From an optimization exercise on the open Yosys and OpenROAD flow, aimed at small area; shortcuts taken in it are not production practice. At most, simulation tests tie the RTL to the original design; equivalence was not proved. Only the layout flow was run in runs 2 and 3; the RTL was not checked for function there.

==> flow/design.v, too long to show whole: its modules and the start of the top module <==
// module tv80_alu: 356 lines
// module tv80_mcode: 2185 lines
// module tv80_reg: 41 lines
// module tv80_core: 1150 lines
// module tv80e: 119 lines
// module tv80_cpu: 44 lines
module tv80_cpu (
  input         clk,
  input         reset_n,
  input         cen,
  input         wait_n,
  input         int_n,
  input         nmi_n,
  input         busrq_n,
  input  [7:0]  di,
  output        m1_n,
  output        mreq_n,
  output        iorq_n,
  output        rd_n,
  output        wr_n,
  output        rfsh_n,
  output        halt_n,
  output        busak_n,
  output [15:0] A,
  output [7:0]  dout
);
  // ...
==> flow/flow/run.sh <==
#!/bin/bash
# Own layout flow: the standard synthesis, then an area-oriented re-mapping of
# the combinational logic only (every register instance is kept as synthesized),
# then the standard layout steps from floorplan to finish.
set -euo pipefail
WORK=$(pwd)
FLOWDIR=$(cd "$(dirname "${BASH_SOURCE[0]}")" && pwd)
R=$WORK/orfs/results/$FLOW_PLATFORM/tv80_cpu/base
YOSYS=$FLOW_HOME/../tools/install/yosys/bin/yosys
[ -x "$YOSYS" ] || YOSYS=yosys

bash standard.sh synth > $WORK/log_synth.txt 2>&1

cp $R/1_2_yosys.v $WORK/std_1_2_yosys.v
# Several independent runs of the re-mapping (different random seeds of
# ABC's &deepsyn), in parallel; the smallest netlist is kept.
LIB=$FLOW_HOME/platforms/$FLOW_PLATFORM/lib/sky130_fd_sc_hd__tt_025C_1v80.lib
NRUN=${NUM_CORES:-4}
for k in $(seq 1 $NRUN); do
  LIB=$LIB IN=$WORK/std_1_2_yosys.v OUT=$WORK/reopt_$k.v TOP=$FLOW_TOP DS_T=420 DS_SEED=$((k * 11)) \
    $YOSYS -c $FLOWDIR/reopt.tcl > $WORK/log_reopt_$k.txt 2>&1 &
done
wait
best=""; bestA=""
for k in $(seq 1 $NRUN); do
  a=$(grep "Chip area" $WORK/log_reopt_$k.txt | awk '{print $NF}') || true
  [ -n "$a" ] && [ -s $WORK/reopt_$k.v ] || continue
  if [ -z "$best" ] || awk -v a=$a -v b=$bestA 'BEGIN{exit !(a<b)}'; then best=$k; bestA=$a; fi
done
echo "kept run $best, area $bestA" | tee $WORK/log_reopt_choice.txt
cp $WORK/reopt_$best.v $WORK/reopt.v
cp $WORK/reopt.v $R/1_2_yosys.v
rm -f $R/1_synth.odb $R/1_synth.sdc

# Clock tree: smaller buffers, larger sink clusters, no dummy loads.
CTS="-sink_clustering_enable -repair_clock_nets -dont_use_dummy_load -buf_list sky130_fd_sc_hd__clkbuf_8 -sink_clustering_size 14 -sink_clustering_max_diameter 55"
bash standard.sh "CTS_ARGS=$CTS" "BUFFER_PORTS_ARGS=-buffer_cell sky130_fd_sc_hd__buf_1" finish > $WORK/log_finish.txt 2>&1
==> flow/flow/reopt.tcl <==
# Re-map the combinational cells of the standard synthesis netlist for area.
# Register cells are black boxes here, so their instances and names are kept.
yosys -import
set lib $::env(LIB)
read_liberty -ignore_miss_func $lib
set ffs [list]
foreach c [split [exec grep -o {cell *( *"\?sky130_fd_sc_hd__[a-z0-9_]*} $lib] "\n"] {
  regexp {(sky130_fd_sc_hd__[a-z0-9_]*)} $c -> name
  if {[regexp {__(df|edf|sdf|dl|sdl|conb|tap|fill|decap|diode)} $name]} { lappend ffs $name }
}
blackbox {*}$ffs
read_verilog $::env(IN)
hierarchy -top $::env(TOP)
flatten
opt_clean -purge
set M "strash; dch -f; map -a; mfs2"
abc -liberty $lib -dont_use *probe* -dont_use *lpflow* -script "+$M; strash; &get -n; &deepsyn -T $::env(DS_T) -S $::env(DS_SEED); &put; $M; $M; strash; dch -f; amap"
opt_clean -purge
hilomap -singleton -hicell sky130_fd_sc_hd__conb_1 HI -locell sky130_fd_sc_hd__conb_1 LO
splitnets
opt_clean -purge
stat -liberty $lib
write_verilog -noattr -nohex -nodec $::env(OUT)
==> flow/standard.sh <==
#!/bin/bash
# synth_recipe.tcl (not shown) runs the flow's synth.tcl, then flattens the netlist and writes it again
# the make line also repeats each setting of config.mk as NAME=value (left out here)
make -C /OpenROAD-flow-scripts/flow DESIGN_CONFIG=/design/flow/config.mk WORK_HOME=/design/flow/orfs CLKGATE_MAP_FILE= SYNTH_SCRIPT=/design/flow/synth_recipe.tcl "${@:-finish}"
==> flow/config.mk <==
export PLATFORM = sky130hd
export DESIGN_NAME = tv80_cpu
export DESIGN_NICKNAME = tv80_cpu
export VERILOG_FILES = /design/flow/design.v
export SDC_FILE = /design/flow/constraint.sdc
export NUM_CORES = 4
export LEC_CHECK = 0
export CAP_MARGIN = 20
export CORE_MARGIN = 2
export CORE_UTILIZATION = 50
export GPL_TIMING_DRIVEN = 0
export SETUP_SLACK_MARGIN = 0.5
export SLEW_MARGIN = 20
==> flow/constraint.sdc <==
create_clock -name core_clock -period 12.0 [get_ports {clk}]
set_input_delay 2.4000 -clock core_clock [delete_from_list [all_inputs] [get_ports {clk}]]
set_output_delay 2.4000 -clock core_clock [all_outputs]
set_load 0.01 [all_outputs]
==> impl_results.rst, run 1 <==
.. list-table::
   :header-rows: 1

   * - Metric
     - Value
   * - Outcome
     - complete, no violations
   * - Sum of met3 wire segment lengths after detailed routing
     - 20.64 mm
   * - Data arrival time of the critical path
     - 11590 ps
   * - Post-placement cell count
     - 3757
   * - Vias per inst
     - 7.707
   * - WL/cell
     - around 33 um
   * - Final-layout worst hold slack
     - 491.6 ps
   * - Critical hold path startpoint
     - T80x.mreq_n
   * - Total cell area at the placement stage
     - roughly 25000 um2
   * - Fill cells
     - ~4500
   * - Tap cell count
     - 607
   * - Number of remaining DRC errors
     - 0
   * - Number of gates given a new drive strength after cts
     - 2
   * - Maximum number of pins on one net before global-route repair
     - 37
   * - Initial core utilization
     - 0.5064
   * - Global-route wire length before repair
     - 181.0 mm
   * - Die Area
     - 48800 um2
   * - Vias after detailed routing
     - 29410
   * - Top library cells by usage in the layout, fill and taps aside
     - 648 x sky130_fd_sc_hd__nor2_1, 382 x sky130_fd_sc_hd__clkinv_1, 233 x sky130_fd_sc_hd__o22ai_1
   * - Summed instance area of the synthesized netlist
     - 23530 um2
   * - Number of max-slew violations in the final report
     - 0
   * - Layer carrying the most global-route usage
     - met2
   * - Fraction of area in multi-input gates
     - 0.5075
   * - Net count after synthesis
     - 3095
   * - Non-clock inverters
     - 388
   * - Synthesized netlist cell count
     - 3080
   * - Final clock-cell share
     - 0.02086
   * - Number of clock buffer instances in the layout
     - 39
   * - Family of cells with the greatest summed delay on the critical path
     - compound AO/OA/AOI/OAI gates
   * - Cell type taking the most area
     - multi-input gates
   * - Number of setup violations in the final report
     - 0
   * - Register area
     - around 9200 um2
   * - Number of maximum-capacitance violations
     - 0
   * - Fin. Hold Viols
     - 0
   * - Sum of negative setup slack
     - 0 ps
   * - Core Area
     - 46460 um2
   * - Setup crit end kind
     - flop
   * - CP max FO
     - 18
   * - Critical path launch point type
     - flop
   * - Instance count on the critical path
     - 42
==> module tv80_core, before the edit <==
module tv80_core ( 
  m1_n, iorq, no_read, write, rfsh_n, halt_n, busak_n, A, dout, mc,
  ts, intcycle_n, IntE, stop,
  reset_n, clk, cen, wait_n, int_n, nmi_n, busrq_n, dinst, di
  );
  parameter Mode = 1;    
  parameter IOWait = 1;  
  parameter Flag_C = 0;
  parameter Flag_N = 1;
  parameter Flag_P = 2;
  parameter Flag_X = 3;
  parameter Flag_H = 4;
  parameter Flag_Y = 5;
  parameter Flag_Z = 6;
  parameter Flag_S = 7;
  input     reset_n;            
  input     clk;                
  input     cen;                
  input     wait_n;             
  input     int_n;              
  input     nmi_n;              
  input     busrq_n;            
  output    m1_n;               
  output    iorq;               
  output    no_read;            
  output    write;              
  output    rfsh_n;             
  output    halt_n;             
  output    busak_n;            
  output [15:0] A; 
  input [7:0]   dinst;  
  input [7:0]   di;     
  output [7:0]  dout;     
  output [6:0]  mc;     
  output [6:0]  ts;     
  output        intcycle_n;     
  output        IntE;           
  output        stop;           
  reg    m1_n;          
  reg    iorq; 
  reg    halt_n;                
  reg    busak_n;               
  reg [15:0] A; 
  reg [7:0]  dout;        
  reg [6:0]  mc;        
  reg [6:0]  ts;        
  reg   intcycle_n;     
  reg   IntE;           
  reg   stop;           
  parameter     aNone    = 3'b111;
  parameter     aBC      = 3'b000;
  parameter     aDE      = 3'b001;
  parameter     aXY      = 3'b010;
  parameter     aIOA     = 3'b100;
  parameter     aSP      = 3'b101;
  parameter     aZI      = 3'b110;
  reg [7:0]     ACC, F;
  reg [7:0]     Ap, Fp;
  reg [7:0]     I;
  reg [15:0]    SP, PC;
  reg [7:0]     RegDIH;
  reg [7:0]     RegDIL;
  wire [15:0]   RegBusA;
  wire [15:0]   RegBusB;
  wire [15:0]   RegBusC;
  reg [2:0]     RegAddrA_r;
  reg [2:0]     RegAddrA;
  reg [2:0]     RegAddrB_r;
  reg [2:0]     RegAddrB;
  reg [2:0]     RegAddrC;
  reg           RegWEH;
  reg           RegWEL;
  reg           Alternate;
  reg [15:0]    TmpAddr;         
  reg [7:0]     IR;              
  reg [1:0]     ISet;            
  reg           DHswap0, DHswap1;  
  wire [1:0]    DHswap = {DHswap1, DHswap0};
  wire [2:0]    RegAddrA_p, RegAddrB_p, RegAddrC_p;
  reg [15:0]    ID16;
  reg [7:0]     Save_Mux;
  reg [2:0]     tst;
  reg [2:0]     mcyc;
  wire [6:0]    tstate = 7'b0000001 << tst;
  wire [6:0]    mcycle = 7'b0000001 << mcyc;
  reg           last_mcycle, last_tstate;
  reg           IntE_FF1;
  reg           IntE_FF2;
  reg           Halt_FF;
  reg           BusReq_s;
  reg           BusAck;
  reg           ClkEn;
  reg           NMI_s;
  reg           INT_s;
  reg [1:0]     IStatus;
  reg [7:0]     DI_Reg;
  reg           T_Res;
  reg [1:0]     XY_State;
  reg [2:0]     Pre_XY_F_M;
  reg           NextIs_XY_Fetch;
  reg           XY_Ind;
  reg           No_BTR;
  reg           BTR_r;
  reg           Auto_Wait;
  reg           Auto_Wait_t1;
  reg           Auto_Wait_t2;
  reg           IncDecZ;
  reg [7:0]     BusB;
  reg [7:0]     BusA;
  wire [7:0]    ALU_Q;
  wire [7:0]    F_Out;
  reg [4:0]     Read_To_Reg_r;
  reg           Arith16_r;
  reg           Z16_r;
  reg [3:0]     ALU_Op_r;
  reg           Save_ALU_r;
  reg           PreserveC_r;
  reg [2:0]     mcycles;
  wire [2:0]    mcycles_d;
  wire [2:0]    tstates;
  reg           IntCycle;
  reg           NMICycle;
  wire          Inc_PC;
  wire          Inc_WZ;
  wire [3:0]    IncDec_16;
  wire [1:0]    Prefix;
  wire          Read_To_Acc;
  wire          Read_To_Reg;
  wire [3:0]     Set_BusB_To;
  wire [3:0]     Set_BusA_To;
  wire [3:0]     ALU_Op;
  wire           Save_ALU;
  wire           PreserveC;
  wire           Arith16;
  wire [2:0]     Set_Addr_To;
  wire           Jump;
  wire           JumpE;
  wire           JumpXY;
  wire           Call;
  wire           RstP;
  wire           LDZ;
  wire           LDW;
  wire           LDSPHL;
  wire           iorq_i;
  wire [2:0]     Special_LD;
  wire           ExchangeDH;
  wire           ExchangeRp;
  wire           ExchangeAF;
  wire           ExchangeRS;
  wire           I_DJNZ;
  wire           I_CPL;
  wire           I_CCF;
  wire           I_SCF;
  wire           I_RETN;
  wire           I_BT;
  wire           I_BC;
  wire           I_BTR;
  wire           I_RLD;
  wire           I_RRD;
  wire           I_INRC;
  wire           SetDI;
  wire           SetEI;
  wire [1:0]     IMode;
  wire           Halt;
  reg [15:0]     PC16;
  reg [15:0]     PC16_B;
  reg [15:0]     SP16, SP16_A, SP16_B;
  reg [15:0]     ID16_B;
  reg            Oldnmi_n;
  tv80_mcode #(Mode, Flag_C, Flag_N, Flag_P, Flag_X, Flag_H, Flag_Y, Flag_Z, Flag_S) i_mcode
    (
     .IR                   (IR),
     .ISet                 (ISet),
     .MCycle               (mcycle),
     .F                    (F),
     .NMICycle             (NMICycle),
     .IntCycle             (IntCycle),
     .MCycles              (mcycles_d),
     .TStates              (tstates),
     .Prefix               (Prefix),
     .Inc_PC               (Inc_PC),
     .Inc_WZ               (Inc_WZ),
     .IncDec_16            (IncDec_16),
     .Read_To_Acc          (Read_To_Acc),
     .Read_To_Reg          (Read_To_Reg),
     .Set_BusB_To          (Set_BusB_To),
     .Set_BusA_To          (Set_BusA_To),
     .ALU_Op               (ALU_Op),
     .Save_ALU             (Save_ALU),
     .PreserveC            (PreserveC),
     .Arith16              (Arith16),
     .Set_Addr_To          (Set_Addr_To),
     .IORQ                 (iorq_i),
     .Jump                 (Jump),
     .JumpE                (JumpE),
     .JumpXY               (JumpXY),
     .Call                 (Call),
     .RstP                 (RstP),
     .LDZ                  (LDZ),
     .LDW                  (LDW),
     .LDSPHL               (LDSPHL),
     .Special_LD           (Special_LD),
     .ExchangeDH           (ExchangeDH),
     .ExchangeRp           (ExchangeRp),
     .ExchangeAF           (ExchangeAF),
     .ExchangeRS           (ExchangeRS),
     .I_DJNZ               (I_DJNZ),
     .I_CPL                (I_CPL),
     .I_CCF                (I_CCF),
     .I_SCF                (I_SCF),
     .I_RETN               (I_RETN),
     .I_BT                 (I_BT),
     .I_BC                 (I_BC),
     .I_BTR                (I_BTR),
     .I_RLD                (I_RLD),
     .I_RRD                (I_RRD),
     .I_INRC               (I_INRC),
     .SetDI                (SetDI),
     .SetEI                (SetEI),
     .IMode                (IMode),
     .Halt                 (Halt),
     .NoRead               (no_read),
     .Write                (write)
     );
  tv80_alu #(Mode, Flag_C, Flag_N, Flag_P, Flag_X, Flag_H, Flag_Y, Flag_Z, Flag_S) i_alu
    (
     .Arith16              (Arith16_r),
     .Z16                  (Z16_r),
     .ALU_Op               (ALU_Op_r),
     .IR                   (IR[5:0]),
     .ISet                 (ISet),
     .BusA                 (BusA),
     .BusB                 (BusB),
     .F_In                 (F),
     .Q                    (ALU_Q),
     .F_Out                (F_Out)
     );
  function [6:0] number_to_bitvec;
    input [2:0] num;
    begin
      case (num)
        1 : number_to_bitvec = 7'b0000001;
        2 : number_to_bitvec = 7'b0000010;
        3 : number_to_bitvec = 7'b0000100;
        4 : number_to_bitvec = 7'b0001000;
        5 : number_to_bitvec = 7'b0010000;
        6 : number_to_bitvec = 7'b0100000;
        7 : number_to_bitvec = 7'b1000000;
        default : number_to_bitvec = 7'bx;
      endcase  
    end
  endfunction  
  function [2:0] mcyc_to_number;
    input [6:0] mcyc;
    begin
      casez (mcyc)
        7'b1zzzzzz : mcyc_to_number = 3'h7;
        7'b01zzzzz : mcyc_to_number = 3'h6;
        7'b001zzzz : mcyc_to_number = 3'h5;
        7'b0001zzz : mcyc_to_number = 3'h4;
        7'b00001zz : mcyc_to_number = 3'h3;
        7'b000001z : mcyc_to_number = 3'h2;
        7'b0000001 : mcyc_to_number = 3'h1;
        default : mcyc_to_number = 3'h1;
      endcase
    end
  endfunction
  always @( mcycle or mcycles or tstate or tstates)
    begin
      case (mcycles)
        1 : last_mcycle = mcycle[0];
        2 : last_mcycle = mcycle[1];
        3 : last_mcycle = mcycle[2];
        4 : last_mcycle = mcycle[3];
        5 : last_mcycle = mcycle[4];
        6 : last_mcycle = mcycle[5];
        7 : last_mcycle = mcycle[6];
        default : last_mcycle = 1'bx;
      endcase  
      case (tstates)
        0 : last_tstate = tstate[0];
        1 : last_tstate = tstate[1];
        2 : last_tstate = tstate[2];
        3 : last_tstate = tstate[3];
        4 : last_tstate = tstate[4];
        5 : last_tstate = tstate[5];
        6 : last_tstate = tstate[6];
        default : last_tstate = 1'bx;
      endcase
    end  
  always @( ALU_Q or BusAck or BusB or DI_Reg
	   or ExchangeRp or IR or Save_ALU_r or Set_Addr_To or XY_Ind
	   or XY_State or cen or last_tstate or mcycle)
    begin
      ClkEn = cen && ~ BusAck;
      if (last_tstate)
        T_Res = 1'b1;
      else T_Res = 1'b0;
      if (XY_State != 2'b00 && XY_Ind == 1'b0 &&
          ((Set_Addr_To == aXY) ||
           (mcycle[0] && IR == 8'b11001011) ||
           (mcycle[0] && IR == 8'b00110110)))
        NextIs_XY_Fetch = 1'b1;
      else 
        NextIs_XY_Fetch = 1'b0;
      if (ExchangeRp)
        Save_Mux = BusB;
      else if (!Save_ALU_r)
        Save_Mux = DI_Reg;
      else
        Save_Mux = ALU_Q;
    end  
  always @ (posedge clk or negedge reset_n)
    begin
      if (reset_n == 1'b0 ) 
        begin
          PC <= 0;   
          A <= 0;
          TmpAddr <= 0;
          IR <= 8'b00000000;
          ISet <= 2'b00;
          XY_State <= 2'b00;
          IStatus <= 2'b00;
          mcycles <= 3'b000;
          dout <= 8'b00000000;
          ACC <= 8'hFF;
          F <= 8'hFF;
          Ap <= 8'hFF;
          Fp <= 8'hFF;
          I <= 0;
          SP <= 16'hFFFF;
          Alternate <= 1'b0;
          Read_To_Reg_r <= 5'b00000;
          Arith16_r <= 1'b0;
          BTR_r <= 1'b0;
          Z16_r <= 1'b0;
          ALU_Op_r <= 4'b0000;
          Save_ALU_r <= 1'b0;
          PreserveC_r <= 1'b0;
          XY_Ind <= 1'b0;
        end 
      else 
        begin
          if (ClkEn == 1'b1 ) 
            begin
              ALU_Op_r <= 4'b0000;
              Save_ALU_r <= 1'b0;
              Read_To_Reg_r <= 5'b00000;
              mcycles <= mcycles_d;
              if (IMode != 2'b11 ) 
                begin
                  IStatus <= IMode;
                end
              Arith16_r <= Arith16;
              PreserveC_r <= PreserveC;
              if (ISet == 2'b10 && ALU_Op[2] == 1'b0 && ALU_Op[0] == 1'b1 && mcycle[2] ) 
                begin
                  Z16_r <= 1'b1;
                end 
              else 
                begin
                  Z16_r <= 1'b0;
                end
              if (mcycle[0] && (tstate[1] | tstate[2] | tstate[3] )) 
                begin
                  if (tstate[2] && wait_n == 1'b1 ) 
                    begin
                      if (Jump == 1'b0 && Call == 1'b0 && NMICycle == 1'b0 && IntCycle == 1'b0 && ~ (Halt_FF == 1'b1 || Halt == 1'b1) ) 
                        begin
                          PC <= PC16;
                        end
                      if (IntCycle == 1'b1 && IStatus == 2'b01 ) 
                        begin
                          IR <= 8'b11111111;
                        end 
                      else if (Halt_FF == 1'b1 || (IntCycle == 1'b1 && IStatus == 2'b10) || NMICycle == 1'b1 ) 
                        begin
                          IR <= 8'b00000000;
			  TmpAddr[7:0] <= dinst;  
                        end 
                      else 
                        begin
                          IR <= dinst;
                        end
                      ISet <= 2'b00;
                      if (Prefix != 2'b00 ) 
                        begin
                          if (Prefix == 2'b11 ) 
                            begin
                              if (IR[5] == 1'b1 ) 
                                begin
                                  XY_State <= 2'b10;
                                end 
                              else 
                                begin
                                  XY_State <= 2'b01;
                                end
                            end 
                          else 
                            begin
                              if (Prefix == 2'b10 ) 
                                begin
                                  XY_State <= 2'b00;
                                  XY_Ind <= 1'b0;
                                end
                              ISet <= Prefix;
                            end
                        end 
                      else 
                        begin
                          XY_State <= 2'b00;
                          XY_Ind <= 1'b0;
                        end
                    end  
                end 
              else 
                begin
                  if (mcycle[5] ) 
                    begin
                      XY_Ind <= 1'b1;
                      if (Prefix == 2'b01 ) 
                        begin
                          ISet <= 2'b01;
                        end
                    end
                  if (T_Res == 1'b1 ) 
                    begin
                      BTR_r <= (I_BT || I_BC || I_BTR) && ~ No_BTR;
                      if (Jump == 1'b1 ) 
                        begin
                          A[15:8] <= DI_Reg;
                          A[7:0] <= TmpAddr[7:0];
                          PC[15:8] <= DI_Reg;
                          PC[7:0] <= TmpAddr[7:0];
                        end 
                      else if (JumpXY == 1'b1 ) 
                        begin
                          A <= RegBusC;
                          PC <= RegBusC;
                        end else if (Call == 1'b1 || RstP == 1'b1 ) 
                          begin
                            A <= TmpAddr;
                            PC <= TmpAddr;
                          end 
                        else if (last_mcycle && NMICycle == 1'b1 ) 
                          begin
                            A <= 16'b0000000001100110;
                            PC <= 16'b0000000001100110;
                          end 
                        else if (mcycle[2] && IntCycle == 1'b1 && IStatus == 2'b10 ) 
                          begin
                            A[15:8] <= I;
                            A[7:0] <= TmpAddr[7:0];
                            PC[15:8] <= I;
                            PC[7:0] <= TmpAddr[7:0];
                          end 
                        else 
                          begin
                            case (Set_Addr_To)
                              aXY :
                                begin
                                  if (XY_State == 2'b00 ) 
                                    begin
                                      A <= RegBusC;
                                    end 
                                  else 
                                    begin
                                      if (NextIs_XY_Fetch == 1'b1 )
                                        begin
                                          A <= PC;
                                        end 
                                      else 
                                        begin
                                          A <= TmpAddr;
                                        end
                                    end  
                                end  
                              aIOA :
                                begin
                                  if (Mode == 3 ) 
                                    begin
                                      A[15:8] <= 8'hFF;
                                    end 
                                  else if (Mode == 2 ) 
                                    begin
                                      A[15:8] <= DI_Reg;
                                    end 
                                  else 
                                    begin
                                      A[15:8] <= ACC;
                                    end
                                  A[7:0] <= DI_Reg;
                                end  
                              aSP :
                                begin
                                  A <= SP;
                                end
                              aBC :
                                begin
                                  if (Mode == 3 && iorq_i == 1'b1 ) 
                                    begin
                                      A[15:8] <= 8'hFF;
                                      A[7:0] <= RegBusC[7:0];
                                    end 
                                  else 
                                    begin
                                      A <= RegBusC;
                                    end
                                end  
                              aDE :
                                begin
                                  A <= RegBusC;
                                end
                              aZI :
                                begin                                  
                                  if (Inc_WZ == 1'b1 ) 
                                    begin
                                      A <= TmpAddr + 1;
                                    end 
                                  else 
                                    begin
                                      A[15:8] <= DI_Reg;
                                      A[7:0] <= TmpAddr[7:0];
                                    end
                                end  
                              default   :
                                begin                                    
                                  A <= PC;
                                end
                            endcase  
                          end  
                      Save_ALU_r <= Save_ALU;
                      ALU_Op_r <= ALU_Op;
                      if (I_CPL == 1'b1 ) 
                        begin
                          ACC <= ~ ACC;
                          F[Flag_Y] <= ~ ACC[5];
                          F[Flag_H] <= 1'b1;
                          F[Flag_X] <= ~ ACC[3];
                          F[Flag_N] <= 1'b1;
                        end
                      if (I_CCF == 1'b1 ) 
                        begin
                          F[Flag_C] <= ~ F[Flag_C];
                          F[Flag_Y] <= ACC[5];
                          F[Flag_H] <= F[Flag_C];
                          F[Flag_X] <= ACC[3];
                          F[Flag_N] <= 1'b0;
                        end
                      if (I_SCF == 1'b1 ) 
                        begin
                          F[Flag_C] <= 1'b1;
                          F[Flag_Y] <= ACC[5];
                          F[Flag_H] <= 1'b0;
                          F[Flag_X] <= ACC[3];
                          F[Flag_N] <= 1'b0;
                        end
                    end  
                  if (tstate[2] && wait_n == 1'b1 ) 
                    begin
                      if (ISet == 2'b01 && mcycle[6] ) 
                        begin
                          IR <= dinst;
                        end
                      if (JumpE == 1'b1 ) 
                        begin
                          PC <= PC16;
                        end 
                      else if (Inc_PC == 1'b1 ) 
                        begin
                          PC <= PC16;
                        end
                      if (BTR_r == 1'b1 ) 
                        begin
                          PC <= PC16;
                        end
                      if (RstP == 1'b1 ) 
                        begin
                          TmpAddr <= { 10'h0, IR[5:3], 3'h0 };
                        end
                    end
                  if (tstate[3] && mcycle[5] ) 
                    begin
                      TmpAddr <= SP16;
                    end
                  if ((tstate[2] && wait_n == 1'b1) || (tstate[4] && mcycle[0]) ) 
                    begin
                      if (IncDec_16[2:0] == 3'b111 ) 
                        begin
                          SP <= SP16;
                        end
                    end
                  if (LDSPHL == 1'b1 ) 
                    begin
                      SP <= RegBusC;
                    end
                  if (ExchangeAF == 1'b1 ) 
                    begin
                      Ap <= ACC;
                      ACC <= Ap;
                      Fp <= F;
                      F <= Fp;
                    end
                  if (ExchangeRS == 1'b1 ) 
                    begin
                      Alternate <= ~ Alternate;
                    end
                end  
              if (tstate[3] ) 
                begin
                  if (LDZ == 1'b1 ) 
                    begin
                      TmpAddr[7:0] <= DI_Reg;
                    end
                  if (LDW == 1'b1 ) 
                    begin
                      TmpAddr[15:8] <= DI_Reg;
                    end
                  if (Special_LD[2] == 1'b1 ) 
                    begin
                      case (Special_LD[1:0])
                        2'b00 :
                          begin
                            ACC <= I;
                            F[Flag_P] <= IntE_FF2;
			    F[Flag_Z] <= (I == 0);
			    F[Flag_S] <= I[7];
			    F[Flag_H] <= 0;
			    F[Flag_N] <= 0; 
                          end
                        2'b01 :
                          begin
                            ACC <= 0;
                            F[Flag_P] <= IntE_FF2;
			    F[Flag_Z] <= (I == 0);
			    F[Flag_S] <= I[7];
			    F[Flag_H] <= 0;
			    F[Flag_N] <= 0; 
                          end
                        2'b10 :
                          I <= ACC;
                        default : ;
                      endcase
                    end
                end  
              if ((I_DJNZ == 1'b0 && Save_ALU_r == 1'b1) || ALU_Op_r == 4'b1001 ) 
                begin
                  if (Mode == 3 ) 
                    begin
                      F[6] <= F_Out[6];
                      F[5] <= F_Out[5];
                      F[7] <= F_Out[7];
                      if (PreserveC_r == 1'b0 ) 
                        begin
                          F[4] <= F_Out[4];
                        end
                    end 
                  else 
                    begin
                      F[7:1] <= F_Out[7:1];
                      if (PreserveC_r == 1'b0 ) 
                        begin
                          F[Flag_C] <= F_Out[0];
                        end
                    end
                end  
              if (T_Res == 1'b1 && I_INRC == 1'b1 ) 
                begin
                  F[Flag_H] <= 1'b0;
                  F[Flag_N] <= 1'b0;
                  if (DI_Reg[7:0] == 8'b00000000 ) 
                    begin
                      F[Flag_Z] <= 1'b1;
                    end 
                  else 
                    begin
                      F[Flag_Z] <= 1'b0;
                    end
                  F[Flag_S] <= DI_Reg[7];
                  F[Flag_P] <= ~ (^DI_Reg[7:0]);
                end  
              if (tstate[1] && Auto_Wait_t1 == 1'b0 ) 
                begin
                  dout <= BusB;
                  if (I_RLD == 1'b1 ) 
                    begin
                      dout[3:0] <= BusA[3:0];
                      dout[7:4] <= BusB[3:0];
                    end
                  if (I_RRD == 1'b1 ) 
                    begin
                      dout[3:0] <= BusB[7:4];
                      dout[7:4] <= BusA[3:0];
                    end
                end
              if (T_Res == 1'b1 ) 
                begin
                  Read_To_Reg_r[3:0] <= Set_BusA_To;
                  Read_To_Reg_r[4] <= Read_To_Reg;
                  if (Read_To_Acc == 1'b1 ) 
                    begin
                      Read_To_Reg_r[3:0] <= 4'b0111;
                      Read_To_Reg_r[4] <= 1'b1;
                    end
                end
              if (tstate[1] && I_BT == 1'b1 ) 
                begin
                  F[Flag_X] <= ALU_Q[3];
                  F[Flag_Y] <= ALU_Q[1];
                  F[Flag_H] <= 1'b0;
                  F[Flag_N] <= 1'b0;
                end
              if (I_BC == 1'b1 || I_BT == 1'b1 ) 
                begin
                  F[Flag_P] <= IncDecZ;
                end
              if ((tstate[1] && Save_ALU_r == 1'b0 && Auto_Wait_t1 == 1'b0) ||
                  (Save_ALU_r == 1'b1 && ALU_Op_r != 4'b0111) ) 
                begin
                  case (Read_To_Reg_r)
                    5'b10111 :
                      ACC <= Save_Mux;
                    5'b10110 :
                      dout <= Save_Mux;
                    5'b11000 :
                      SP[7:0] <= Save_Mux;
                    5'b11001 :
                      SP[15:8] <= Save_Mux;
                    5'b11011 :
                      F <= Save_Mux;
                    default : ;
                  endcase
                end  
            end  
        end  
    end
  always @ (posedge clk)
    begin
      if (ClkEn == 1'b1 ) 
        begin
          RegAddrA_r <= { Alternate, Set_BusA_To[2:1] };
          if (XY_Ind == 1'b0 && XY_State != 2'b00 && Set_BusA_To[2:1] == 2'b10 ) 
            begin
              RegAddrA_r <= { XY_State[1],  2'b11 };
            end
          RegAddrB_r <= { Alternate, Set_BusB_To[2:1] };
          if (XY_Ind == 1'b0 && XY_State != 2'b00 && Set_BusB_To[2:1] == 2'b10 ) 
            begin
              RegAddrB_r <= { XY_State[1],  2'b11 };
            end
          RegAddrC <= { Alternate,  Set_Addr_To[1:0] };
          if ((JumpXY == 1'b1 || LDSPHL == 1'b1) ) 
            begin
              RegAddrC <= { Alternate, 2'b10 };
            end
          if (((JumpXY == 1'b1 || LDSPHL == 1'b1) && XY_State != 2'b00) || (mcycle[5]) ) 
            begin
              RegAddrC <= { XY_State[1],  2'b11 };
            end
          if (I_DJNZ == 1'b1 && Save_ALU_r == 1'b1 && Mode < 2 ) 
            begin
              IncDecZ <= F_Out[Flag_Z];
            end
          if ((tstate[2] || (tstate[3] && mcycle[0])) && IncDec_16[2:0] == 3'b100 ) 
            begin
              IncDecZ <= IncDec_16[3] ? (RegBusA != 16'h0001) : (RegBusA != 16'hFFFF);
            end
        end
    end  
  always @( Alternate or ExchangeDH or IncDec_16
	   or RegAddrA_r or RegAddrB_r or XY_State or mcycle or tstate)
    begin
      if ((tstate[2] || (tstate[3] && mcycle[0] && IncDec_16[2] == 1'b1)) && XY_State == 2'b00)
        RegAddrA = { Alternate, IncDec_16[1:0] };
      else if ((tstate[2] || (tstate[3] && mcycle[0] && IncDec_16[2] == 1'b1)) && IncDec_16[1:0] == 2'b10)
        RegAddrA = { XY_State[1], 2'b11 };
      else
        RegAddrA = RegAddrA_r;
      RegAddrB = RegAddrB_r;
    end  
  always @( ALU_Op_r or Auto_Wait_t1 or ExchangeDH
	   or IncDec_16 or Read_To_Reg_r or Save_ALU_r or mcycle
	   or tstate or wait_n)
    begin
      RegWEH = 1'b0;
      RegWEL = 1'b0;
      if ((tstate[1] && ~Save_ALU_r && ~Auto_Wait_t1) ||
          (Save_ALU_r && (ALU_Op_r != 4'b0111)) ) 
        begin
          case (Read_To_Reg_r)
            5'b10000 , 5'b10001 , 5'b10010 , 5'b10011 , 5'b10100 , 5'b10101 :
              begin
                RegWEH = ~ Read_To_Reg_r[0];
                RegWEL = Read_To_Reg_r[0];
              end  
            default : ;
          endcase  
        end  
      if (IncDec_16[2] && ((tstate[2] && wait_n && ~mcycle[0]) || (tstate[3] && mcycle[0])) ) 
        begin
          case (IncDec_16[1:0])
            2'b00 , 2'b01 , 2'b10 :
              begin
                RegWEH = 1'b1;
                RegWEL = 1'b1;
              end  
            default : ;
          endcase
        end
    end  
  always @( ID16 or IncDec_16
	   or Save_Mux or mcycle or tstate)
    begin
      RegDIH = Save_Mux;
      RegDIL = Save_Mux;
      if (IncDec_16[2] == 1'b1 && ((tstate[2] && ~mcycle[0]) || (tstate[3] && mcycle[0])) ) 
        begin
          RegDIH = ID16[15:8];
          RegDIL = ID16[7:0];
        end
    end
  assign RegAddrA_p = (DHswap[RegAddrA[2]] && (RegAddrA[1] ^ RegAddrA[0])) ? {RegAddrA[2], ~RegAddrA[1:0]} : RegAddrA;
  assign RegAddrB_p = (DHswap[RegAddrB[2]] && (RegAddrB[1] ^ RegAddrB[0])) ? {RegAddrB[2], ~RegAddrB[1:0]} : RegAddrB;
  assign RegAddrC_p = (DHswap[RegAddrC[2]] && (RegAddrC[1] ^ RegAddrC[0])) ? {RegAddrC[2], ~RegAddrC[1:0]} : RegAddrC;
  always @ (posedge clk or negedge reset_n)
    begin
      if (reset_n == 1'b0)
        begin
          DHswap0 <= 1'b0;
          DHswap1 <= 1'b0;
        end
      else if (ClkEn == 1'b1 && ExchangeDH == 1'b1 && tstate[4])
        begin
          if (Alternate)
            DHswap1 <= ~ DHswap1;
          else
            DHswap0 <= ~ DHswap0;
        end
    end
  tv80_reg i_reg
    (
     .clk                  (clk),
     .CEN                  (ClkEn),
     .WEH                  (RegWEH),
     .WEL                  (RegWEL),
     .AddrA                (RegAddrA_p),
     .AddrB                (RegAddrB_p),
     .AddrC                (RegAddrC_p),
     .DIH                  (RegDIH),
     .DIL                  (RegDIL),
     .DOAH                 (RegBusA[15:8]),
     .DOAL                 (RegBusA[7:0]),
     .DOBH                 (RegBusB[15:8]),
     .DOBL                 (RegBusB[7:0]),
     .DOCH                 (RegBusC[15:8]),
     .DOCL                 (RegBusC[7:0])
     );
  always @ (posedge clk)
    begin
      if (ClkEn == 1'b1 ) 
        begin
          case (Set_BusB_To)
            4'b0111 :
              BusB <= ACC;
            4'b0000 , 4'b0001 , 4'b0010 , 4'b0011 , 4'b0100 , 4'b0101 :
              begin
                if (Set_BusB_To[0] == 1'b1 ) 
                  begin
                    BusB <= RegBusB[7:0];
                  end 
                else 
                  begin
                    BusB <= RegBusB[15:8];
                  end
              end
            4'b0110 :
              BusB <= DI_Reg;
            4'b1000 :
              BusB <= SP[7:0];
            4'b1001 :
              BusB <= SP[15:8];
            4'b1010 :
              BusB <= 8'b00000001;
            4'b1011 :
              BusB <= F;
            4'b1100 :
              BusB <= PC[7:0];
            4'b1101 :
              BusB <= PC[15:8];
            4'b1110 :
              BusB <= 8'b00000000;
            default :
              BusB <= 8'h0;
          endcase
          case (Set_BusA_To)
            4'b0111 :
              BusA <= ACC;
            4'b0000 , 4'b0001 , 4'b0010 , 4'b0011 , 4'b0100 , 4'b0101 :
              begin
                if (Set_BusA_To[0] == 1'b1 )
                  begin
                    BusA <= RegBusA[7:0];
                  end 
                else 
                  begin
                    BusA <= RegBusA[15:8];
                  end
              end
            4'b0110 :
              BusA <= DI_Reg;
            4'b1000 :
              BusA <= SP[7:0];
            4'b1001 :
              BusA <= SP[15:8];
            4'b1010 :
              BusA <= 8'b00000000;
            default :
              BusA <= 8'h0;
          endcase
        end
    end
  assign rfsh_n = 1'b1;
  always @( BusAck or Halt_FF or I_DJNZ or IntCycle
	   or IntE_FF1 or di or iorq_i or mcycle or tstate)
    begin
      mc = mcycle;
      ts = tstate;
      DI_Reg = di;
      halt_n = ~ Halt_FF;
      busak_n = ~ BusAck;
      intcycle_n = ~ IntCycle;
      IntE = IntE_FF1;
      iorq = iorq_i;
      stop = I_DJNZ;
    end
  always @ (posedge clk or negedge reset_n)
    begin : sync_inputs
      if (~reset_n) 
        begin
          BusReq_s <= 1'b0;
          INT_s <= 1'b0;
          NMI_s <= 1'b0;
          Oldnmi_n <= 1'b0;
        end 
      else
        begin
          if (cen == 1'b1 ) 
            begin
              BusReq_s <= ~ busrq_n;
              INT_s <= ~ int_n;
              if (NMICycle == 1'b1 ) 
                begin
                  NMI_s <= 1'b0;
                end 
              else if (nmi_n == 1'b0 && Oldnmi_n == 1'b1 ) 
                begin
                  NMI_s <= 1'b1;
                end
              Oldnmi_n <= nmi_n;
            end
        end
    end
  always @ (posedge clk or negedge reset_n)
    begin
      if (reset_n == 1'b0 ) 
        begin
          mcyc <= 3'd0;
          tst <= 3'd0;
          Pre_XY_F_M <= 3'b000;
          Halt_FF <= 1'b0;
          BusAck <= 1'b0;
          NMICycle <= 1'b0;
          IntCycle <= 1'b0;
          IntE_FF1 <= 1'b0;
          IntE_FF2 <= 1'b0;
          No_BTR <= 1'b0;
          Auto_Wait_t1 <= 1'b0;
          Auto_Wait_t2 <= 1'b0;
          m1_n <= 1'b1;
        end 
      else
        begin
          if (cen == 1'b1 ) 
            begin
              if (T_Res == 1'b1 ) 
                begin
                  Auto_Wait_t1 <= 1'b0;
                end 
              else 
                begin
		  Auto_Wait_t1 <= Auto_Wait || (iorq_i & ~Auto_Wait_t2);
                end
              Auto_Wait_t2 <= Auto_Wait_t1 & !T_Res;
              No_BTR <= (I_BT && (~ IR[4] || ~ F[Flag_P])) ||
                        (I_BC && (~ IR[4] || F[Flag_Z] || ~ F[Flag_P])) ||
                        (I_BTR && (~ IR[4] || F[Flag_Z]));
              if (tstate[2] ) 
                begin
                  if (SetEI == 1'b1 ) 
                    begin
                      if (!NMICycle)
                        IntE_FF1 <= 1'b1;
                      IntE_FF2 <= 1'b1;
                    end
                  if (I_RETN == 1'b1 ) 
                    begin
                      IntE_FF1 <= IntE_FF2;
                    end
                end
              if (tstate[3] ) 
                begin
                  if (SetDI == 1'b1 ) 
                    begin
                      IntE_FF1 <= 1'b0;
                      IntE_FF2 <= 1'b0;
                    end
                end
              if (IntCycle == 1'b1 || NMICycle == 1'b1 ) 
                begin
                  Halt_FF <= 1'b0;
                end
              if (mcycle[0] && tstate[2] && wait_n == 1'b1 ) 
                begin
                  m1_n <= 1'b1;
                end
              if (BusReq_s == 1'b1 && BusAck == 1'b1 ) 
                begin
                end 
              else 
                begin
                  BusAck <= 1'b0;
                  if (tstate[2] && wait_n == 1'b0 ) 
                    begin
                    end 
                  else if (T_Res == 1'b1 ) 
                    begin
                      if (Halt == 1'b1 ) 
                        begin
                          Halt_FF <= 1'b1;
                        end
                      if (BusReq_s == 1'b1 ) 
                        begin
                          BusAck <= 1'b1;
                        end 
                      else 
                        begin
                          tst <= 3'd1;
                          if (NextIs_XY_Fetch == 1'b1 ) 
                            begin
                              mcyc <= 3'd5;
                              Pre_XY_F_M <= mcyc + 3'd1;
                              if (IR == 8'b00110110 && Mode == 0 ) 
                                begin
                                  Pre_XY_F_M <= 3'b010;
                                end
                            end 
                          else if ((mcycle[6]) || (mcycle[5] && Mode == 1 && ISet != 2'b01) ) 
                            begin
                              mcyc <= Pre_XY_F_M;
                            end 
                          else if ((last_mcycle) ||
                                   No_BTR == 1'b1 ||
                                   (mcycle[1] && I_DJNZ == 1'b1 && IncDecZ == 1'b1) ) 
                            begin
                              m1_n <= 1'b0;
                              mcyc <= 3'd0;
                              IntCycle <= 1'b0;
                              NMICycle <= 1'b0;
                              if (NMI_s == 1'b1 && Prefix == 2'b00 ) 
                                begin
                                  NMICycle <= 1'b1;
                                  IntE_FF1 <= 1'b0;
                                end 
                              else if ((IntE_FF1 == 1'b1 && INT_s == 1'b1) && Prefix == 2'b00 && SetEI == 1'b0 ) 
                                begin
                                  IntCycle <= 1'b1;
                                  IntE_FF1 <= 1'b0;
                                  IntE_FF2 <= 1'b0;
                                end
                            end 
                          else 
                            begin
                              mcyc <= (mcyc == 3'd6) ? 3'd0 : mcyc + 3'd1;
                            end
                        end
                    end 
                  else 
                    begin    
                      if ( ~(Auto_Wait == 1'b1 && Auto_Wait_t2 == 1'b0) &&
                           ~(IOWait == 1 && iorq_i == 1'b1 && Auto_Wait_t1 == 1'b0) ) 
                        begin
                          tst <= (tst == 3'd6) ? 3'd0 : tst + 3'd1;
                        end
                    end
                end
              if (tstate[0]) 
                begin
                  m1_n <= 1'b0;
                end
            end
        end
    end
  always @( BTR_r or DI_Reg or IncDec_16 or JumpE or PC
	   or RegBusA or RegBusC or SP or tstate or Inc_WZ or TmpAddr)
    begin
      if (JumpE == 1'b1 ) 
        begin
          PC16_B = { {8{DI_Reg[7]}}, DI_Reg };
        end 
      else if (BTR_r == 1'b1 ) 
        begin
          PC16_B = -2;
        end
      else
        begin
          PC16_B = 1;
        end
      if (tstate[3])
        begin
          SP16_A = RegBusC;
          SP16_B = { {8{DI_Reg[7]}}, DI_Reg };
        end
      else
        begin
          SP16_A = SP;
          if (IncDec_16[3] == 1'b1)
            SP16_B = -1;
          else
            SP16_B = 1;
        end
      if (IncDec_16[3])  
        ID16_B = -1;
      else
        ID16_B = 1;
      ID16 = RegBusA + ID16_B;
      PC16 = PC + PC16_B;
      SP16 = SP16_A + SP16_B;
    end  
  always @( IntCycle or NMICycle or mcycle)
    begin
      Auto_Wait = 1'b0;
      if (IntCycle == 1'b1 || NMICycle == 1'b1 ) 
        begin
          if (mcycle[0] ) 
            begin
              Auto_Wait = 1'b1;
            end
        end
    end  
endmodule  
==> run 2: changes to the inputs <==
--- a/flow/design.v
+++ b/flow/design.v
@@ -2660,15 +2660,11 @@
   reg [15:0]    TmpAddr;         
   reg [7:0]     IR;              
   reg [1:0]     ISet;            
-  reg           DHswap0, DHswap1;  
-  wire [1:0]    DHswap = {DHswap1, DHswap0};
-  wire [2:0]    RegAddrA_p, RegAddrB_p, RegAddrC_p;
+  reg [15:0]    RegBusA_r;
   reg [15:0]    ID16;
   reg [7:0]     Save_Mux;
-  reg [2:0]     tst;
-  reg [2:0]     mcyc;
-  wire [6:0]    tstate = 7'b0000001 << tst;
-  wire [6:0]    mcycle = 7'b0000001 << mcyc;
+  reg [6:0]     tstate;
+  reg [6:0]     mcycle;
   reg           last_mcycle, last_tstate;
   reg           IntE_FF1;
   reg           IntE_FF2;
@@ -3349,8 +3345,16 @@
             end
           if ((tstate[2] || (tstate[3] && mcycle[0])) && IncDec_16[2:0] == 3'b100 ) 
             begin
-              IncDecZ <= IncDec_16[3] ? (RegBusA != 16'h0001) : (RegBusA != 16'hFFFF);
+              if (ID16 == 0 ) 
+                begin
+                  IncDecZ <= 1'b0;
+                end 
+              else 
+                begin
+                  IncDecZ <= 1'b1;
+                end
             end
+          RegBusA_r <= RegBusA;
         end
     end  
   always @( Alternate or ExchangeDH or IncDec_16
@@ -3360,9 +3364,16 @@
         RegAddrA = { Alternate, IncDec_16[1:0] };
       else if ((tstate[2] || (tstate[3] && mcycle[0] && IncDec_16[2] == 1'b1)) && IncDec_16[1:0] == 2'b10)
         RegAddrA = { XY_State[1], 2'b11 };
+      else if (ExchangeDH == 1'b1 && tstate[3])
+        RegAddrA = { Alternate, 2'b10 };
+      else if (ExchangeDH == 1'b1 && tstate[4])
+        RegAddrA = { Alternate, 2'b01 };
       else
         RegAddrA = RegAddrA_r;
-      RegAddrB = RegAddrB_r;
+      if (ExchangeDH == 1'b1 && tstate[3])
+        RegAddrB = { Alternate, 2'b01 };
+      else
+        RegAddrB = RegAddrB_r;
     end  
   always @( ALU_Op_r or Auto_Wait_t1 or ExchangeDH
 	   or IncDec_16 or Read_To_Reg_r or Save_ALU_r or mcycle
@@ -3382,6 +3393,11 @@
             default : ;
           endcase  
         end  
+      if (ExchangeDH && (tstate[3] || tstate[4]) ) 
+        begin
+          RegWEH = 1'b1;
+          RegWEL = 1'b1;
+        end
       if (IncDec_16[2] && ((tstate[2] && wait_n && ~mcycle[0]) || (tstate[3] && mcycle[0])) ) 
         begin
           case (IncDec_16[1:0])
@@ -3394,33 +3410,25 @@
           endcase
         end
     end  
-  always @( ID16 or IncDec_16
-	   or Save_Mux or mcycle or tstate)
+  always @( ExchangeDH or ID16 or IncDec_16 or RegBusA_r
+	   or RegBusB or Save_Mux or mcycle or tstate)
     begin
       RegDIH = Save_Mux;
       RegDIL = Save_Mux;
-      if (IncDec_16[2] == 1'b1 && ((tstate[2] && ~mcycle[0]) || (tstate[3] && mcycle[0])) ) 
+      if (ExchangeDH == 1'b1 && tstate[3] ) 
         begin
-          RegDIH = ID16[15:8];
-          RegDIL = ID16[7:0];
+          RegDIH = RegBusB[15:8];
+          RegDIL = RegBusB[7:0];
         end
-    end
-  assign RegAddrA_p = (DHswap[RegAddrA[2]] && (RegAddrA[1] ^ RegAddrA[0])) ? {RegAddrA[2], ~RegAddrA[1:0]} : RegAddrA;
-  assign RegAddrB_p = (DHswap[RegAddrB[2]] && (RegAddrB[1] ^ RegAddrB[0])) ? {RegAddrB[2], ~RegAddrB[1:0]} : RegAddrB;
-  assign RegAddrC_p = (DHswap[RegAddrC[2]] && (RegAddrC[1] ^ RegAddrC[0])) ? {RegAddrC[2], ~RegAddrC[1:0]} : RegAddrC;
-  always @ (posedge clk or negedge reset_n)
-    begin
-      if (reset_n == 1'b0)
+      else if (ExchangeDH == 1'b1 && tstate[4] ) 
         begin
-          DHswap0 <= 1'b0;
-          DHswap1 <= 1'b0;
+          RegDIH = RegBusA_r[15:8];
+          RegDIL = RegBusA_r[7:0];
         end
-      else if (ClkEn == 1'b1 && ExchangeDH == 1'b1 && tstate[4])
+      else if (IncDec_16[2] == 1'b1 && ((tstate[2] && ~mcycle[0]) || (tstate[3] && mcycle[0])) ) 
         begin
-          if (Alternate)
-            DHswap1 <= ~ DHswap1;
-          else
-            DHswap0 <= ~ DHswap0;
+          RegDIH = ID16[15:8];
+          RegDIL = ID16[7:0];
         end
     end
   tv80_reg i_reg
@@ -3429,9 +3437,9 @@
      .CEN                  (ClkEn),
      .WEH                  (RegWEH),
      .WEL                  (RegWEL),
-     .AddrA                (RegAddrA_p),
-     .AddrB                (RegAddrB_p),
-     .AddrC                (RegAddrC_p),
+     .AddrA                (RegAddrA),
+     .AddrB                (RegAddrB),
+     .AddrC                (RegAddrC),
      .DIH                  (RegDIH),
      .DIL                  (RegDIL),
      .DOAH                 (RegBusA[15:8]),
@@ -3550,8 +3558,8 @@
     begin
       if (reset_n == 1'b0 ) 
         begin
-          mcyc <= 3'd0;
-          tst <= 3'd0;
+          mcycle <= 7'b0000001;
+          tstate <= 7'b0000001;
           Pre_XY_F_M <= 3'b000;
           Halt_FF <= 1'b0;
           BusAck <= 1'b0;
@@ -3630,11 +3638,11 @@
                         end 
                       else 
                         begin
-                          tst <= 3'd1;
+                          tstate <= 7'b0000010;
                           if (NextIs_XY_Fetch == 1'b1 ) 
                             begin
-                              mcyc <= 3'd5;
-                              Pre_XY_F_M <= mcyc + 3'd1;
+                              mcycle <= 7'b0100000;
+                              Pre_XY_F_M <= mcyc_to_number(mcycle);
                               if (IR == 8'b00110110 && Mode == 0 ) 
                                 begin
                                   Pre_XY_F_M <= 3'b010;
@@ -3642,14 +3650,14 @@
                             end 
                           else if ((mcycle[6]) || (mcycle[5] && Mode == 1 && ISet != 2'b01) ) 
                             begin
-                              mcyc <= Pre_XY_F_M;
+                              mcycle <= number_to_bitvec(Pre_XY_F_M + 1);
                             end 
                           else if ((last_mcycle) ||
                                    No_BTR == 1'b1 ||
                                    (mcycle[1] && I_DJNZ == 1'b1 && IncDecZ == 1'b1) ) 
                             begin
                               m1_n <= 1'b0;
-                              mcyc <= 3'd0;
+                              mcycle <= 7'b0000001;
                               IntCycle <= 1'b0;
                               NMICycle <= 1'b0;
                               if (NMI_s == 1'b1 && Prefix == 2'b00 ) 
@@ -3666,7 +3674,7 @@
                             end 
                           else 
                             begin
-                              mcyc <= (mcyc == 3'd6) ? 3'd0 : mcyc + 3'd1;
+                              mcycle <= { mcycle[5:0], mcycle[6] };
                             end
                         end
                     end 
@@ -3675,7 +3683,7 @@
                       if ( ~(Auto_Wait == 1'b1 && Auto_Wait_t2 == 1'b0) &&
                            ~(IOWait == 1 && iorq_i == 1'b1 && Auto_Wait_t1 == 1'b0) ) 
                         begin
-                          tst <= (tst == 3'd6) ? 3'd0 : tst + 3'd1;
+                          tstate <= { tstate[5:0], tstate[6] };
                         end
                     end
                 end
@@ -3687,7 +3695,7 @@
         end
     end
   always @( BTR_r or DI_Reg or IncDec_16 or JumpE or PC
-	   or RegBusA or RegBusC or SP or tstate or Inc_WZ or TmpAddr)
+	   or RegBusA or RegBusC or SP or tstate)
     begin
       if (JumpE == 1'b1 ) 
         begin
==> flow/flow/run.sh (replaced) <==
#!/bin/bash
# Own layout flow: the standard synthesis, then an area-oriented re-mapping of
# the combinational logic only (every register instance is kept as synthesized),
# then the standard layout steps from floorplan to finish.
set -euo pipefail
WORK=$(pwd)
FLOWDIR=$(cd "$(dirname "${BASH_SOURCE[0]}")" && pwd)
R=$WORK/orfs/results/$FLOW_PLATFORM/tv80_cpu/base
YOSYS=$FLOW_HOME/../tools/install/yosys/bin/yosys
[ -x "$YOSYS" ] || YOSYS=yosys

bash standard.sh synth > $WORK/log_synth.txt 2>&1

cp $R/1_2_yosys.v $WORK/std_1_2_yosys.v
LIB=$FLOW_HOME/platforms/$FLOW_PLATFORM/lib/sky130_fd_sc_hd__tt_025C_1v80.lib \
IN=$WORK/std_1_2_yosys.v OUT=$WORK/reopt.v TOP=$FLOW_TOP \
  $YOSYS -c $FLOWDIR/reopt.tcl > $WORK/log_reopt.txt 2>&1
cp $WORK/reopt.v $R/1_2_yosys.v
rm -f $R/1_synth.odb $R/1_synth.sdc

bash standard.sh finish > $WORK/log_finish.txt 2>&1
--- a/flow/flow/reopt.tcl
+++ b/flow/flow/reopt.tcl
@@ -14,7 +14,7 @@
 flatten
 opt_clean -purge
 set M "strash; dch -f; map -a; mfs2"
-abc -liberty $lib -dont_use *probe* -dont_use *lpflow* -script "+$M; strash; &get -n; &deepsyn -T $::env(DS_T) -S $::env(DS_SEED); &put; $M; $M; strash; dch -f; amap"
+abc -liberty $lib -dont_use *probe* -dont_use *lpflow* -script "+$M; $M; $M; $M; $M; strash; dch -f; amap"
 opt_clean -purge
 hilomap -singleton -hicell sky130_fd_sc_hd__conb_1 HI -locell sky130_fd_sc_hd__conb_1 LO
 splitnets
--- a/flow/config.mk
+++ b/flow/config.mk
@@ -7,7 +7,5 @@
 export LEC_CHECK = 0
 export CAP_MARGIN = 20
 export CORE_MARGIN = 2
-export CORE_UTILIZATION = 50
-export GPL_TIMING_DRIVEN = 0
-export SETUP_SLACK_MARGIN = 0.5
+export CORE_UTILIZATION = 40
 export SLEW_MARGIN = 20
==> run 2 against run 1 <==
Effect of this change:
- still clean on timing, DRC and antenna
- wire length increased by 42%
- utilization down 8.3 points
- register-to-register slack improved by 130 ps
- final cell count grew 28%
- die area up 45%
- via count rose by 22%
- synthesized cell count grew 20%
- sequential share of layout area fell by 5.2 points
- final area grew 25%
==> impl_results.rst, run 2 <==
.. list-table::
   :header-rows: 1

   * - Metric
     - Value
   * - CP max FO
     - 17 (was 18)
   * - Worst-path clk slew
     - 60 ps (was 90 ps)
   * - Share of final-layout standard cells stronger than drive strength 1
     - 0.08446 (was 0.05869)
   * - Post-Syn Area per Cell
     - 7.474 um2 (was 7.638 um2)
   * - Fin. Hold Viols
     - 0 (unchanged)
   * - Half-perimeter wire length of the detailed placement result
     - 137.6 mm (was 93.50 mm)
   * - Worst min-delay path class
     - flop to flop (unchanged)
   * - Skew-Pair Late Insertion Delay
     - 620 ps (was 660 ps)
   * - Reg2reg path depth
     - 53 (was 42)
   * - Bufs on Longest Clock Path
     - 3 (unchanged)
   * - TritonCTS clock tree
     - done (unchanged)
   * - Design area
     - 32180 um2 (was 25740 um2)
   * - WL/cell
     - 36.61 um (was 32.93 um)
   * - Number of remaining DRC errors
     - 0 (unchanged)
   * - Number of global-route vias before repair
     - 32710 (was 26810)
   * - Cell depth of the worst hold path
     - 2 (unchanged)
   * - Core utilization of the finished layout
     - 0.4709 (was 0.5540)
   * - Count of buffers inserted at the top-level ports
     - 45 (unchanged)
   * - Hold Buf Count CTS
     - 0 (unchanged)
   * - H-tree levels
     - 2 (unchanged)
   * - Synthesized netlist cell count
     - 3684 (was 3080)
   * - Initial core utilization
     - 0.4029 (was 0.5064)
   * - Slew of the pin with the lowest slew margin
     - 1302 ps (was 1252 ps)
   * - Top-Level Pins
     - 47 (unchanged)
   * - Skew final
     - 29.29 ps (was 76.45 ps)
   * - Routed Antenna Nets
     - 0 (unchanged)
   * - Pre-antenna DRT Iters
     - 8 (was 9)
   * - Overflow left after global routing
     - 0 (unchanged)
   * - Number of maximum-capacitance violations
     - 0 (unchanged)
   * - Critical path launch point type
     - flop (unchanged)
   * - Top routing layer in use
     - met5 (unchanged)
   * - Number of gates given a new drive strength after cts
     - 0 (was 2)
   * - Clock sink total
     - 358 (was 336)
   * - Library cell contributing the largest single delay on the critical path
     - sky130_fd_sc_hd__or4_1 (was sky130_fd_sc_hd__dfrtp_1)
   * - Met1 routed wirelength after detailed routing
     - 65.11 mm (was 42.52 mm)
   * - Outcome
     - complete, no violations (unchanged)
   * - Horizontal extent of the die
     - 266.4 um (was 220.9 um)
   * - Cts bufs inserted
     - 45 (was 39)
   * - Maximum number of pins on one net before global-route repair
     - 139 (was 37)
   * - Vias after detailed routing
     - 35990 (was 29410)
   * - Largest registers ranked by flip-flop count
     - T80x.i_tv80_core.i_reg.RegsH x64, T80x.i_tv80_core.i_reg.RegsL x64 (unchanged)
   * - Metal2 WL
     - 71.39 mm (was 50.41 mm)
   * - Initial antenna violation count
     - 11 (was 12)
   * - Vias per inst
     - 7.367 (was 7.707)
   * - Top library cells by usage in the layout, fill and taps aside
     - 712 x sky130_fd_sc_hd__nor2_1, 434 x sky130_fd_sc_hd__clkinv_1, 322 x sky130_fd_sc_hd__o21ai_0 (was 648 x sky130_fd_sc_hd__nor2_1, 382 x sky130_fd_sc_hd__clkinv_1, 233 x sky130_fd_sc_hd__o22ai_1)
   * - Sum of met3 wire segment lengths after detailed routing
     - 26.63 mm (was 20.64 mm)
   * - Number of placement rows
     - 96 (was 79)
   * - Core Area
     - 68350 um2 (was 46460 um2)
   * - Number of setup violations in the final report
     - 0 (unchanged)
   * - Register area
     - 9878 um2 (was 9249 um2)
   * - Buffer count from post-CTS setup fixing
     - 0 (was 5)
   * - Cell type with the highest occurrence count on the critical path
     - sky130_fd_sc_hd__nor2_1 (unchanged)
   * - Setup repair after global routing missed its margin
     - no (unchanged)
   * - Normalized max-slew margin
     - 0.1321 (was 0.1654)
   * - Sum of negative setup slack
     - 0 ps (unchanged)
   * - Setup crit end kind
     - flop (unchanged)
   * - Number of max-slew violations in the final report
     - 0 (unchanged)
   * - Total routing usage reported by global routing
     - 0.4922 (was 0.4954)
   * - Worst endpoint required time
     - 12340 ps (was 12350 ps)
   * - Setup CP Type
     - flop to flop (unchanged)
   * - Die Area
     - 70950 um2 (was 48800 um2)
   * - Die Y-Extent
     - 266.4 um (was 220.9 um)
   * - Minimum clock period
     - 11110 ps (was 11240 ps)
   * - Total cell area at the placement stage
     - 30650 um2 (was 24960 um2)
   * - Critical path's largest stage delay
     - 740 ps (was 810 ps)
   * - Most common cell after layout, fill and taps aside
     - sky130_fd_sc_hd__nor2_1 (unchanged)
   * - Synthesis-to-finish area growth
     - 16.89% (was 9.398%)
   * - Total Wirelength
     - 178.9 mm (was 125.7 mm)
   * - Summed instance area of the synthesized netlist
     - 27530 um2 (was 23530 um2)
   * - Root Buffer
     - sky130_fd_sc_hd__clkbuf_16 (was sky130_fd_sc_hd__clkbuf_8)
   * - Global-route wire length before repair
     - 249.6 mm (was 181.0 mm)
   * - Last weighted congestion value of the routability-driven placer
     - 1.134 (was 1.135)
   * - Yosys warning count
     - 5 (unchanged)
   * - Data arrival time of the critical path
     - 11450 ps (was 11590 ps)
   * - Starting DRT DRC Count
     - 6159 (was 6233)
   * - Achievable frequency
     - 89.98 MHz (was 88.96 MHz)
   * - Fill cells
     - 6955 (was 4461)
   * - Final Cycle Share
     - 0.9261 (was 0.9367)
   * - Net count after synthesis
     - 3699 (was 3095)
   * - Final nets
     - 3981 (was 3220)
   * - Area of the multi-input gates
     - 16200 um2 (was 13060 um2)
-- run 2: layout make-up --
cell class | instances | area share
Multi-Input combinational cell | 2893 | 0.5033
Antenna cell | 2 | 0.0001555
Timing Repair Buffer | 235 | 0.05874
Tap cell | 882 | 0.03429
Clock buffer | 62 | 0.03759
Inverter | 433 | 0.05062
Clock inverter | 21 | 0.008397
Sequential cell | 358 | 0.3069
-- run 2: layer usage --
layer  global-route usage  vias to the layer above
met5                    0                        -
met4               0.3265                       14
met3               0.1799                      832
met2               0.7014                     3231
met1               0.6213                    17090
li1                     -                    14830
-- run 2: worst max-delay path, delay by kind of cell, from the launching register on --
kind	cells	cell delay, ps
compound gates	17	3180
buf+inv	11	2280
flops	1	620
simple gates	25	4760
-- run 2: worst paths after layout --
path | start | to | slack (ps)
worst max-delay path | T80x.i_tv80_core.IR[1] | T80x.i_tv80_core.i_reg.RegsH[7][7] | 890
min in group asynchronous | reset_n | T80x.i_tv80_core.Halt_FF | 1780
worst max register to register | T80x.i_tv80_core.IR[1] | T80x.i_tv80_core.i_reg.RegsH[7][7] | 890
worst min register to register | T80x.rd_n | T80x.rd_n | 470
worst min-delay path | T80x.rd_n | T80x.rd_n | 470
max in group asynchronous | reset_n | T80x.i_tv80_core.dout[2] | 8920
-- run 2: metrics by stage --
stage	cells	hold slack [ps]	setup slack, ps
floorplan	3684	457.2	554.8
global placement	4799	457.2	1109
detailed placement	4799	459.4	920.7
CTS	4882	469.1	860.6
global route	4884	484.2	83.52
finish	4886	465.9	886.8
==> run 3: changes to the inputs <==
==> flow/run.sh (new file) <==
#!/bin/bash
# synth_recipe.tcl (not shown) runs the flow's synth.tcl, then flattens the netlist and writes it again
# the make line also repeats each setting of config.mk as NAME=value (left out here)
make -C /OpenROAD-flow-scripts/flow DESIGN_CONFIG=/design/flow/config.mk WORK_HOME=/design/flow/orfs CLKGATE_MAP_FILE= SYNTH_SCRIPT=/design/flow/synth_recipe.tcl finish
removed: flow/flow/run.sh
removed: flow/flow/reopt.tcl
removed: flow/standard.sh
==> run 3 against run 2 <==
Effect of this change:
- hold slack gained 13 ps
- critical path depth shrank 23
- setup slack gained 1500 ps
- fmax grew 15%
- final cell count grew 8.1%
- synthesized area grew 21%
- count of clock-buffer cells in the layout shrank 9
==> impl_results.rst, run 3 <==
.. list-table::
   :header-rows: 1

   * - Metric
     - Value
   * - Post-Syn Area per Cell
     - 7.851 um2 (was 7.474 um2)
   * - Critical hold path startpoint
     - T80x.rd_n (unchanged)
   * - Final nets
     - 4293 (was 3981)
   * - Endpoint of the worst-slack reg-to-reg timing path
     - T80x.i_tv80_core.i_reg.RegsH[4][6] (was T80x.i_tv80_core.i_reg.RegsH[7][7])
   * - Fin. Hold Viols
     - 0 (unchanged)
   * - H-tree levels
     - 2 (unchanged)
   * - Total Wirelength
     - 188.1 mm (was 178.9 mm)
   * - Worst R2R Start
     - T80x.i_tv80_core.IR[2] (was T80x.i_tv80_core.IR[1])
   * - Fill cells
     - 8329 (was 6955)
   * - Number of global-route vias before repair
     - 35120 (was 32710)
   * - Achievable frequency
     - 103.9 MHz (was 89.98 MHz)
   * - Core Area
     - 82240 um2 (was 68350 um2)
   * - Vias after detailed routing
     - 37680 (was 35990)
   * - Initial antenna violation count
     - 8 (was 11)
   * - Die Area
     - 85660 um2 (was 70950 um2)
   * - Synthesized netlist cell count
     - 4246 (was 3684)
   * - Half-perimeter wire length of the detailed placement result
     - 141.2 mm (was 137.6 mm)
   * - Normalized max-slew margin
     - 0.1748 (was 0.1321)
   * - Skew-Pair Late Insertion Delay
     - 630 ps (was 620 ps)
   * - Final instance count without filler cells
     - 5281 (was 4886)
   * - Number of placement rows
     - 105 (was 96)
   * - Slew of the pin with the lowest slew margin
     - 1232 ps (was 1302 ps)
   * - Total routing usage reported by global routing
     - 0.4276 (was 0.4922)
   * - Clock sink total
     - 358 (unchanged)
   * - Top routing layer in use
     - met5 (unchanged)
   * - Last weighted congestion value of the routability-driven placer
     - 1.071 (was 1.134)
   * - Count of buffers inserted at the top-level ports
     - 45 (unchanged)
   * - Post-placement cell count
     - 5195 (was 4799)
   * - Die Y-Extent
     - 292.7 um (was 266.4 um)
   * - Largest registers ranked by flip-flop count
     - T80x.i_tv80_core.i_reg.RegsH x64, T80x.i_tv80_core.i_reg.RegsL x64 (unchanged)
   * - Outcome
     - complete, no violations (unchanged)
   * - Final Cycle Share
     - 0.8022 (was 0.9261)
   * - Minimum clock period
     - 9626 ps (was 11110 ps)
   * - WL/cell
     - 35.62 um (was 36.61 um)
   * - Library cell contributing the largest single delay on the critical path
     - sky130_fd_sc_hd__dfrtp_2 (was sky130_fd_sc_hd__or4_1)
   * - Yosys warning count
     - 5 (unchanged)
   * - Routed Antenna Nets
     - 0 (unchanged)
   * - Post-Place Setup Slack
     - 2733 ps (was 920.7 ps)
   * - Cts bufs inserted
     - 45 (unchanged)
   * - Pre-antenna DRT Iters
     - 8 (unchanged)
   * - Buffer count from post-CTS setup fixing
     - 0 (unchanged)
   * - Met1 routed wirelength after detailed routing
     - 72.91 mm (was 65.11 mm)
   * - Data arrival time of the critical path
     - 9930 ps (was 11450 ps)
   * - Number of gates given a new drive strength after cts
     - 0 (unchanged)
   * - Horizontal extent of the die
     - 292.7 um (was 266.4 um)
   * - Top-Level Pins
     - 47 (unchanged)
   * - Skew final
     - 36.48 ps (was 29.29 ps)
   * - Starting DRT DRC Count
     - 5937 (was 6159)
[run 3: how the worst min path moves through the flow]
stage,endpoint,slack (ps),cells past startpoint
5_1_grt,T80x.rd_n,500,2
6_report,T80x.rd_n,480,2
3_5_place_dp,T80x.rd_n,470,2
3_3_place_gp,T80x.rd_n,460,2
4_1_cts,T80x.rd_n,480,2
2_1_floorplan,T80x.i_tv80_core.Read_To_Reg_r[4],440,2
[run 3: worst max-delay path, delay by kind of cell (launching register included)]
family / cells / cell delay, ps
and+or+nand+nor: 8 / 2440
AOI/OAI and AO/OA: 18 / 5010
adders and majority gates: 1 / 320
DFF: 1 / 630
buffers and inverters: 2 / 710
xor gates and xnor gates: 1 / 160
[run 3: per-stage QoR]
stage                     utilization  area, um2  hold WS [ps]
after floorplan                     -      33340         442.6
final                          0.4476      36810         478.8
after global routing           0.4475      36810         502.0
after global placement         0.4277      35170         462.4
after detailed placement       0.4277      35180         472.1
after CTS                      0.4473      36780         481.4
[run 3: routing by layer]
layer,vias to the layer above,global-route usage
met1,18320,0.5564
li1,15800,-
met4,10,0.2587
met3,724,0.1251
met2,2818,0.6239
met5,-,0.007374
[run 3: final cells by class]
| class | instances | area [um2] | share of cell area |
|---|---|---|---|
| Clock buffer | 53 | 1176 | 0.03195 |
| Sequential cell | 358 | 9889 | 0.2687 |
| Multi-Input combinational cell | 3426 | 21720 | 0.5901 |
| Antenna cell | 2 | 5.005 | 0.0001360 |
| Inverter | 120 | 452.9 | 0.01230 |
| Tap cell | 1070 | 1339 | 0.03637 |
| Timing Repair Buffer | 222 | 1795 | 0.04878 |
| Clock inverter | 30 | 429.2 | 0.01166 |
[run 3: kinds of logic (layout without fill, tap and decap cells)]
group                    Yosys count  after routing
adder cells (fa/ha/maj)          105            105
buffers and inverters            462            425
XOR/XNOR                         102            102
flip-flops                       358            358
AND/OR/NAND/NOR                 1555           1555
multiplexers                     194            194
AO/OA/AOI/OAI                   1469           1469
other                              1              3

[static timing again, ports no longer ideal]
Ports are ideal in the flow. The routed layouts listed here were re-timed in OpenROAD.
Step 1, drivers: a clkbuf_16 drives clk and a buf_2 each remaining input, both assumed.
Step 2 also shifts input and output timing later by t, the mid clock arrival at the registers, as if the neighbouring blocks saw the same clock.
Slacks: ideal ports / drivers / drivers and shift; pairs: ideal ports / drivers.
run	t (ns)	setup WS [ns]	hold WS [ns]	worst setup path after step 2	latest minus earliest clock arrival (ns)
run 1	0.681	0.759 / 0.759 / 0.759	0.492 / 0.492 / 0.492	register to register	0.077 / 0.077
run 2	0.668	0.887 / 0.887 / 0.887	0.466 / 0.466 / 0.466	register to register	0.029 / 0.030
run 3	0.682	2.374 / 2.374 / 2.374	0.479 / 0.479 / 0.479	register to register	0.037 / 0.037
After both steps setup and hold are still met in every run listed.
